Source: an optimization exercise on an open RTL-to-GDS flow (aim: small area). Production flows keep margins and buffers that such runs may drop. Where RTL was checked, it was by simulation tests only, not by an equivalence proof against the original. The clock port is modelled as an ideal driver; clocking choices that lean on that would not hold on a real chip. Power figures rest on the tool's default switching activity, not on a simulated workload.

==> module SelectionOfAvatar, before the edit <==
module SelectionOfAvatar(
	input [1:0] mode,
	input [5:0] userID,
	input [1:0] candidate,  
	input CLK,
	input rst,  
	output reg [1:0] ballotBoxId,
	output reg [5:0] numberOfRegisteredVoters,
	output [5:0] numberOfVotesWinner,  
	output [1:0] WinnerId,
	output reg AlreadyRegistered,
	output reg AlreadyVoted,
	output reg NotRegistered,
	output reg VotingHasNotStarted,
	output reg RegistrationHasEnded
	);
    wire nrst = ~rst;
    reg [6:0] lfsr;
    reg pv, pr;
    wire last = (lfsr == 7'd22);
    wire inReg  = ~pv & ~last;
    wire inVote = (~pv & last) | (pv & ~pr & ~last);
    wire inRes  = pr | (pv & last);
    wire [6:0] lfsr_step = {lfsr[5:0], ~(lfsr[6] ^ lfsr[5])};
    always @(posedge CLK) begin
        lfsr <= {7{nrst}} & (last ? 7'd1 : lfsr_step);
        pv <= nrst & (pv | last);
        pr <= nrst & inRes;
    end
    reg [63:0] nregistered;
    reg [63:0] nvoted;
    wire [7:0] col = 8'd1 << userID[2:0];
    wire [7:0] row = 8'd1 << userID[5:3];
    wire [7:0] rr, vr;
    genvar gr;
    generate for (gr = 0; gr < 8; gr = gr + 1) begin : rd
        assign rr[gr] = |(~nregistered[gr*8 +: 8] & col);
        assign vr[gr] = |(~nvoted[gr*8 +: 8] & col);
    end endgenerate
    wire isReg = |(rr & row);
    wire isVoted = |(vr & row);
    wire m0 = (mode == 2'd0);
    wire m1 = (mode == 2'd1);
    wire doReg  = inReg & m0 & ~isReg;
    wire doVote = inVote & m1 & isReg & ~isVoted;
    wire [7:0] colR = col & {8{nrst & inReg & m0}};
    wire [7:0] colV = col & {8{nrst & inVote & m1}};
    genvar gi;
    generate for (gi = 0; gi < 64; gi = gi + 1) begin : tbl
        always @(posedge CLK) begin
            nregistered[gi] <= (nregistered[gi] | rst) & ~(row[gi/8] & colR[gi%8]);
            nvoted[gi] <= (nvoted[gi] | rst) & ~(row[gi/8] & colV[gi%8]);
        end
    end endgenerate
    wire [5:0] rt = {rt[4:0] & numberOfRegisteredVoters[4:0], doReg};
    always @(posedge CLK)
        numberOfRegisteredVoters <= {6{nrst}} & (numberOfRegisteredVoters ^ rt);
    reg [5:0] v0, v1, v2, v3;
    reg [1:0] lead;
    wire [3:0] ch = 4'd1 << candidate;
    wire [3:0] lh = 4'd1 << lead;
    wire [5:0] vsel = ({6{ch[0]}} & v0) | ({6{ch[1]}} & v1) | ({6{ch[2]}} & v2) | ({6{ch[3]}} & v3);
    wire [5:0] vlead = ({6{lh[0]}} & v0) | ({6{lh[1]}} & v1) | ({6{lh[2]}} & v2) | ({6{lh[3]}} & v3);
    wire [5:0] vc = {vc[4:0] & vsel[4:0], 1'b1};
    wire [5:0] vinc = vsel ^ vc;
    wire take = {vinc, candidate < lead} > {vlead, 1'b0};
    wire [3:0] vwe = {4{nrst & doVote}} & ch;
    wire [3:0] vkeep = {4{nrst}} & ~vwe;
    wire lwe = nrst & doVote & take;
    wire lkeep = nrst & ~lwe;
    always @(posedge CLK) begin
        v0 <= (v0 & {6{vkeep[0]}}) | (vinc & {6{vwe[0]}});
        v1 <= (v1 & {6{vkeep[1]}}) | (vinc & {6{vwe[1]}});
        v2 <= (v2 & {6{vkeep[2]}}) | (vinc & {6{vwe[2]}});
        v3 <= (v3 & {6{vkeep[3]}}) | (vinc & {6{vwe[3]}});
        lead <= (lead & {2{lkeep}}) | (candidate & {2{lwe}});
    end
    assign numberOfVotesWinner = {6{pr}} & vlead;
    assign WinnerId = {2{pr}} & lead;
    always @(posedge CLK) begin
        ballotBoxId <= {2{nrst & ~inRes}} & userID[5:4];
        VotingHasNotStarted <= nrst & inReg & m1;
        AlreadyRegistered <= nrst & inReg & m0 & isReg;
        RegistrationHasEnded <= nrst & inVote & m0;
        NotRegistered <= nrst & inVote & m1 & ~isReg;
        AlreadyVoted <= nrst & inVote & m1 & isReg & isVoted;
    end
endmodule
clock: 6.0 ns
lec_check: 0
cap_margin: 20
core_margin: 2
core_utilization: 40
slew_margin: 20
standard.sh (not shown) runs the stock make flow with config.mk's settings and CLKGATE_MAP_FILE= SYNTH_SCRIPT=/design/flow/synth_recipe.tcl, a recipe that flattens the netlist after the stock synthesis.
==> flow/flow/run.sh <==
#!/bin/bash
# Layout flow: the standard ORFS flow (standard.sh) with changes that only
# affect cell area:
#  - synthesis maps the logic with an area-oriented ABC script (flow/abc.script)
#    instead of ORFS's delay-oriented one; everything else in synthesis,
#    including the registers, is the standard synthesis;
#  - the port buffers are buf_1 cells;
#  - clock tree synthesis uses clkbuf_4 buffers and no dummy loads; after it,
#    flow/cts_fix.tcl upsizes to clkbuf_8 the buffers whose flip-flops would
#    see a slow clock edge.
# Each tool's output is in standard_cts.log, cts_fix.log and standard.log, and
# in ORFS's own logs under orfs/logs.
set -euo pipefail
W=$(pwd)
rm -rf "$W/scripts_abc"
cp -r "$FLOW_HOME/scripts" "$W/scripts_abc"
cp "$W/flow/abc.script" "$W/scripts_abc/abc_speed.script"
ARGS=(
  "SCRIPTS_DIR=$W/scripts_abc"
  "BUFFER_PORTS_ARGS=-buffer_cell sky130_fd_sc_hd__buf_1"
  "CTS_ARGS=-sink_clustering_enable -repair_clock_nets -dont_use_dummy_load -buf_list sky130_fd_sc_hd__clkbuf_4"
)
bash "$W/standard.sh" "${ARGS[@]}" cts > "$W/standard_cts.log" 2>&1
RESULTS="$W/orfs/results/sky130hd/SelectionOfAvatar/base" openroad -no_init -exit "$W/flow/cts_fix.tcl" > "$W/cts_fix.log" 2>&1
bash "$W/standard.sh" "${ARGS[@]}" finish > "$W/standard.log" 2>&1
Other scripts of this flow, unchanged in this note and not shown: flow/flow/abc.script, flow/flow/cts_fix.tcl
The first run finished clean.
Next try:
--- a/flow/design.v
+++ b/flow/design.v
@@ -6,10 +6,10 @@
 	input CLK,
 	input rst,  
 	output reg [1:0] ballotBoxId,
 	output reg [5:0] numberOfRegisteredVoters,
-	output [5:0] numberOfVotesWinner,  
-	output [1:0] WinnerId,
+	output reg [5:0] numberOfVotesWinner,  
+	output reg [1:0] WinnerId,
 	output reg AlreadyRegistered,
 	output reg AlreadyVoted,
 	output reg NotRegistered,
 	output reg VotingHasNotStarted,
@@ -75,10 +75,12 @@
         v2 <= (v2 & {6{vkeep[2]}}) | (vinc & {6{vwe[2]}});
         v3 <= (v3 & {6{vkeep[3]}}) | (vinc & {6{vwe[3]}});
         lead <= (lead & {2{lkeep}}) | (candidate & {2{lwe}});
     end
-    assign numberOfVotesWinner = {6{pr}} & vlead;
-    assign WinnerId = {2{pr}} & lead;
+    always @(posedge CLK) begin
+        numberOfVotesWinner <= {6{nrst & inRes}} & vlead;
+        WinnerId <= {2{nrst & inRes}} & lead;
+    end
     always @(posedge CLK) begin
         ballotBoxId <= {2{nrst & ~inRes}} & userID[5:4];
         VotingHasNotStarted <= nrst & inReg & m1;
         AlreadyRegistered <= nrst & inReg & m0 & isReg;
Result: First-iteration DRC count fell by 45%. Worst hold slack got worse by 0.0055 ns. Total power rose by about 2.8%. Count of clock-buffer cells in the layout stays the same. Clock power hardly moves. Global-route usage barely changes.

---

P:
The RTL this note starts from:
==> flow/design.v <==
`timescale 1ns / 1ps
module SelectionOfAvatar(
	input [1:0] mode,
	input [5:0] userID,
	input [1:0] candidate,
	input CLK,
	input rst,  
	output reg [1:0] ballotBoxId,
	output reg [5:0] numberOfRegisteredVoters,
	output [5:0] numberOfVotesWinner,
	output [1:0] WinnerId,
	output reg AlreadyRegistered,
	output reg AlreadyVoted,
	output reg NotRegistered,
	output reg VotingHasNotStarted,
	output reg RegistrationHasEnded
	);
    reg [63:0] nregistered;
    reg [63:0] nvoted;
    reg [6:0] lfsr;
    reg pv, pr;
    reg [5:0] v0, v1, v2, v3;
    reg [1:0] lead;
    wire last = (lfsr == 7'd22);    
    wire inReg  = ~pv & ~last;
    wire inVote = (~pv & last) | (pv & ~pr & ~last);
    wire inRes  = pr | (pv & last);
    wire isReg = ~nregistered[userID];
    wire isVoted = ~nvoted[userID];
    wire doReg  = inReg & (mode == 2'd0) & ~isReg;
    wire doVote = inVote & (mode == 2'd1) & isReg & ~isVoted;
    reg [5:0] vsel, vlead;
    always @* case (candidate)
        2'd0: vsel = v0;
        2'd1: vsel = v1;
        2'd2: vsel = v2;
        default: vsel = v3;
    endcase
    always @* case (lead)
        2'd0: vlead = v0;
        2'd1: vlead = v1;
        2'd2: vlead = v2;
        default: vlead = v3;
    endcase
    wire [5:0] vinc = vsel + 6'd1;
    wire take = {vinc, candidate < lead} > {vlead, 1'b0};
    assign numberOfVotesWinner = pr ? vlead : 6'd0;
    assign WinnerId = pr ? lead : 2'd0;
    wire nrst = ~rst;
    wire [7:0] col = 8'd1 << userID[2:0];
    wire [7:0] row = 8'd1 << userID[5:3];
    wire setR = nrst & inReg & (mode == 2'd0);
    wire setV = nrst & inVote & (mode == 2'd1);
    wire [7:0] rowR = row & {8{setR}};
    wire [7:0] rowV = row & {8{setV}};
    genvar gi;
    generate for (gi = 0; gi < 64; gi = gi + 1) begin : tbl
        always @(posedge CLK) begin
            nregistered[gi] <= (nregistered[gi] | rst) & ~(rowR[gi/8] & col[gi%8]);
            nvoted[gi] <= (nvoted[gi] | rst) & ~(rowV[gi/8] & col[gi%8]);
        end
    end endgenerate
    always @(posedge CLK) begin
        if (rst) begin
            lfsr <= 7'd0;
            pv <= 1'b0;
            pr <= 1'b0;
            v0 <= 6'd0; v1 <= 6'd0; v2 <= 6'd0; v3 <= 6'd0;
            lead <= 2'd0;
            ballotBoxId <= 2'd0;
            numberOfRegisteredVoters <= 6'd0;
            AlreadyRegistered <= 1'b0;
            AlreadyVoted <= 1'b0;
            NotRegistered <= 1'b0;
            VotingHasNotStarted <= 1'b0;
            RegistrationHasEnded <= 1'b0;
        end else begin
            lfsr <= last ? 7'd1 : {lfsr[5:0], ~(lfsr[6] ^ lfsr[5])};
            if (last) pv <= 1'b1;
            if (inRes) pr <= 1'b1;
            if (doReg) begin
                numberOfRegisteredVoters <= numberOfRegisteredVoters + 6'd1;
            end
            if (doVote) begin
                if (take) lead <= candidate;
                case (candidate)
                    2'd0: v0 <= vinc;
                    2'd1: v1 <= vinc;
                    2'd2: v2 <= vinc;
                    2'd3: v3 <= vinc;
                endcase
            end
            ballotBoxId <= inRes ? 2'd0 : userID[5:4];
            VotingHasNotStarted <= inReg & (mode == 2'd1);
            AlreadyRegistered <= inReg & (mode == 2'd0) & isReg;
            RegistrationHasEnded <= inVote & (mode == 2'd0);
            NotRegistered <= inVote & (mode == 2'd1) & ~isReg;
            AlreadyVoted <= inVote & (mode == 2'd1) & isReg & isVoted;
        end
    end
endmodule
clock: 6.0 ns
lec_check: 0
cap_margin: 20
core_margin: 2
core_utilization: 40
slew_margin: 20
==> flow/flow/run.sh <==
#!/bin/bash
# Layout flow: the standard ORFS flow (standard.sh) with changes that only
# affect cell area:
#  - synthesis maps the logic with an area-oriented ABC script (flow/abc.script)
#    instead of ORFS's delay-oriented one; everything else in synthesis,
#    including the registers, is the standard synthesis;
#  - the port buffers are buf_1 cells;
#  - clock tree synthesis uses clkbuf_8 buffers and no dummy loads.
# Each tool's output is in standard.log and in ORFS's own logs under orfs/logs.
set -euo pipefail
W=$(pwd)
rm -rf "$W/scripts_abc"
cp -r "$FLOW_HOME/scripts" "$W/scripts_abc"
cp "$W/flow/abc.script" "$W/scripts_abc/abc_speed.script"
bash "$W/standard.sh" \
  "SCRIPTS_DIR=$W/scripts_abc" \
  "BUFFER_PORTS_ARGS=-buffer_cell sky130_fd_sc_hd__buf_1" \
  "CTS_ARGS=-sink_clustering_enable -repair_clock_nets -dont_use_dummy_load -buf_list sky130_fd_sc_hd__clkbuf_8" \
  finish > "$W/standard.log" 2>&1
==> flow/flow/abc.script <==
&get -n
&st
&deepsyn -T 60
&dch -f
&nf -R 1000
&put
diff inputs: P => Q
--- a/flow/design.v
+++ b/flow/design.v
@@ -24,10 +24,18 @@
     wire last = (lfsr == 7'd22);    
     wire inReg  = ~pv & ~last;
     wire inVote = (~pv & last) | (pv & ~pr & ~last);
     wire inRes  = pr | (pv & last);
-    wire isReg = ~nregistered[userID];
-    wire isVoted = ~nvoted[userID];
+    wire [7:0] colr = 8'd1 << userID[2:0];
+    wire [7:0] rowr = 8'd1 << userID[5:3];
+    wire [7:0] rr, vr;
+    genvar gr;
+    generate for (gr = 0; gr < 8; gr = gr + 1) begin : rd
+        assign rr[gr] = |(~nregistered[gr*8 +: 8] & colr);
+        assign vr[gr] = |(~nvoted[gr*8 +: 8] & colr);
+    end endgenerate
+    wire isReg = |(rr & rowr);
+    wire isVoted = |(vr & rowr);
     wire doReg  = inReg & (mode == 2'd0) & ~isReg;
     wire doVote = inVote & (mode == 2'd1) & isReg & ~isVoted;
     reg [5:0] vsel, vlead;
     always @* case (candidate)
[summary]
Q finished every step from synthesis to the final layout, and the layout passed the timing, design-rule and antenna checks. P went all the way through synthesis, placement and routing and the layout is clean on timing, DRC and antenna. Relative contribution of the clock network to total power was higher in the run labelled Q. The higher area occupied by multi-input gates came out of P. Data-path buffer share of cell area in the final layout, P and Q, lower one = P. For the share of synthesized cell area in full adder, half adder and majority cells, Q came in 0.15 points lower than P did. Q consumes less power than P does. Summary of Q over P: met3 layer usage reported by global route comparable; fraction of standard cell area that is sequential +0.73 points. Total routing usage reported by global routing (lower): Q. Q vs. P: first-pass iteration count of the detailed router went up by 2. Q vs. P: portion of the layout cell area used by clock cells did not really move, part of the total power dissipated in combinational logic now sits lower, instance area at placement lost 1.6%, wire length decreased about 13%. The higher total number of placement rows came out of P.
No functional check of the RTL was part of Q.

[port drivers added, routing unchanged]
How much do the figures lean on ideal ports? The routed layouts below were timed once more, with nothing changed but the port constraints.
Step 1 assumes that a clkbuf_16 drives the clock port and a buf_2 every other input.
Step 2 times the ports against the registers' clock, not the clock port: input delays grow and output delays shrink by t, the midpoint of the rising clock arrivals with the driver on.
a / b / c = ideal ports / drivers / drivers and shift; a / b = the first two.
run | t (ns) | setup slack, ns | worst data-port slew with drivers (ns)
the first run of note 1 | 0.603 | 1.508 / 1.519 / 0.915 | 0.06
the second run of note 1 | 0.594 | 1.554 / 1.552 / 0.958 | 0.04
P | 0.485 | 1.497 / 1.509 / 1.024 | 0.05
Q | 0.485 | 1.460 / 1.470 / 0.984 | 0.04
After both steps setup and hold are still met in every run listed. The setup slack of the second run of note 1, which loses most, moves by -0.002 ns with the drivers and by -0.596 ns with both steps.
